What follows belongs to an exercise in optimizing a design on an open flow for small area; a production flow would make more cautious choices.
In this exercise RTL edits were held to simulation tests only and were not proved equivalent to the original.

// cordic
module cordic(angle, out1, clk);
  input signed [31:0] angle;
  input clk;
  output [15:0] out1;
  wire [15:0] a_hi = angle[31:16];
  wire [14:0] u_c = (a_hi[15] != a_hi[14]) ? {15{~a_hi[15]}} : {~a_hi[14], a_hi[13:0]};
  wire [15:0] x_1;
  wire signed [16:0] y_2;
  reg [15:0] x_1_t; reg signed [16:0] y_2_t;
  assign x_1 = x_1_t; assign y_2 = y_2_t;
  always @* case (u_c[14:9])
    6'd0: begin x_1_t = 16'd43266; y_2_t = -17'sd33652; end
    6'd1: begin x_1_t = 16'd42234; y_2_t = -17'sd32318; end
    6'd2: begin x_1_t = 16'd41245; y_2_t = -17'sd31012; end
    6'd3: begin x_1_t = 16'd40295; y_2_t = -17'sd29738; end
    6'd4: begin x_1_t = 16'd39382; y_2_t = -17'sd28487; end
    6'd5: begin x_1_t = 16'd38510; y_2_t = -17'sd27271; end
    6'd6: begin x_1_t = 16'd37677; y_2_t = -17'sd26079; end
    6'd7: begin x_1_t = 16'd36879; y_2_t = -17'sd24915; end
    6'd8: begin x_1_t = 16'd36093; y_2_t = -17'sd23733; end
    6'd9: begin x_1_t = 16'd35367; y_2_t = -17'sd22617; end
    6'd10: begin x_1_t = 16'd34678; y_2_t = -17'sd21521; end
    6'd11: begin x_1_t = 16'd34022; y_2_t = -17'sd20449; end
    6'd12: begin x_1_t = 16'd33397; y_2_t = -17'sd19390; end
    6'd13: begin x_1_t = 16'd32807; y_2_t = -17'sd18356; end
    6'd14: begin x_1_t = 16'd32250; y_2_t = -17'sd17338; end
    6'd15: begin x_1_t = 16'd31722; y_2_t = -17'sd16340; end
  ...
Size in the first run: ~740 flip-flops, roughly 30000 sq um of cells after synthesis.
export LEC_CHECK = 0
export CAP_MARGIN = 20
export CORE_MARGIN = 2
export CORE_UTILIZATION = 40
export CTS_BUF_LIST = sky130_fd_sc_hd__clkbuf_8
export CTS_CLUSTER_DIAMETER = 60
export CTS_CLUSTER_SIZE = 20
export SLEW_MARGIN = 20
create_clock -name core_clock -period 5.5 [get_ports {clk}]
run.sh (not shown) runs the stock make flow with config.mk's settings and CLKGATE_MAP_FILE= SYNTH_SCRIPT=/design/flow/synth_recipe.tcl, a recipe that flattens the netlist after the stock synthesis.
The first run ran to the end with no violations.
Edit:
- CTS_BUF_LIST: sky130_fd_sc_hd__clkbuf_8 -> sky130_fd_sc_hd__clkbuf_16
- CTS_CLUSTER_DIAMETER: 60 -> 100
- CTS_CLUSTER_SIZE: 20 -> 30
Design area is lower by 0.69%.
Register-to-register slack degrades by 0.03 ns.
Via count is lower by 0.54%.
Final cell count is lower by 1.1%.
Sequential cell count does not change.
Die area stays the same.
Wire length is lower by 0.54%.
Maximum frequency is lower by 0.49%.
Synthesized cell count stays the same.

* * *

## lane 2
Starting RTL as in the previous note.
make LEC_CHECK=0 CAP_MARGIN=20 CORE_MARGIN=2 CORE_UTILIZATION=55 CTS_BUF_LIST=sky130_fd_sc_hd__clkbuf_8 CTS_CLUSTER_DIAMETER=50 CTS_CLUSTER_SIZE=16 SLEW_MARGIN=20 finish   # period 5.5 ns
--- input diff lane 2..lane 4 ---
# lane 2
export LEC_CHECK = 0
export CAP_MARGIN = 20
export CORE_MARGIN = 2
export CORE_UTILIZATION = 55
export CTS_BUF_LIST = sky130_fd_sc_hd__clkbuf_8
export CTS_CLUSTER_DIAMETER = 50
export CTS_CLUSTER_SIZE = 16
export SLEW_MARGIN = 20
create_clock -name core_clock -period 5.5 [get_ports {clk}]
# lane 4
export LEC_CHECK = 0
export CAP_MARGIN = 20
export CORE_MARGIN = 2
export CORE_UTILIZATION = 60
export CTS_BUF_LIST = sky130_fd_sc_hd__clkbuf_16
export CTS_CLUSTER_DIAMETER = 100
export CTS_CLUSTER_SIZE = 30
export PLACE_DENSITY = 0.7
export SLEW_MARGIN = 20
create_clock -name core_clock -period 5.5 [get_ports {clk}]
--- outcome ---
- Looking at the reports, lane 4 completed the entire flow and the layout it produced met the timing, design-rule and antenna checks.
- The transition at the pin with the smallest max-transition slack of lane 4 falls short of that of lane 2 by 0.15 ns.
- Total wire length shrinks by a few percent when moving from lane 2 to lane 4.
- NOTE final cell count lane 2->lane 4 decreased by a few percent
- The critical path's slowest cell comes out sky130_fd_sc_hd__fa_1 in one run and sky130_fd_sc_hd__fa_2 in the other, namely in lane 2 and lane 4 respectively.
- Re area growth from synthesis to layout: lane 4 and lane 2 aren't equal, and the higher value belongs to lane 2.
- Relative to lane 2, fmax has decreased by about 0.32% in lane 4.
- Summary of the comparison: full die area is lower in lane 4, relative to lane 2.

## separate check: timing with driven ports
In the flow no input, the clock included, has a driving cell. The finished layouts below were timed again as built, in two steps.
Step 1 (the two cells are an assumption about what drives the block):
set clk [get_ports {clk}]
set_driving_cell -lib_cell sky130_fd_sc_hd__clkbuf_16 $clk
set_driving_cell -lib_cell sky130_fd_sc_hd__buf_2 [delete_from_list [all_inputs] $clk]
Step 2 moves the port delays by t, midway between the first and last clock arrival at a register: inputs arrive t later, outputs are due t later. That takes back most of the time a late clock gives input paths.
a / b / c = ideal ports / drivers / drivers and shift; a / b = the first two.
run	shift t [ns]	setup slack, ns	hold slack, ns	clock arrival spread, ns	worst register clock-pin slew, ns
the first run of note 1	0.719	0.212 / 0.212 / 0.212	0.306 / 0.306 / 0.306	0.064 / 0.064	0.12 / 0.12
the second run of note 1	0.676	0.185 / 0.185 / 0.185	0.322 / 0.322 / 0.322	0.032 / 0.032	0.11 / 0.11
lane 2	0.706	0.209 / 0.209 / 0.209	0.288 / 0.288 / 0.288	0.042 / 0.042	0.10 / 0.10
lane 4	0.643	0.191 / 0.191 / 0.191	0.305 / 0.305 / 0.305	0.050 / 0.049	0.11 / 0.11
After both steps every run listed still meets setup and hold.
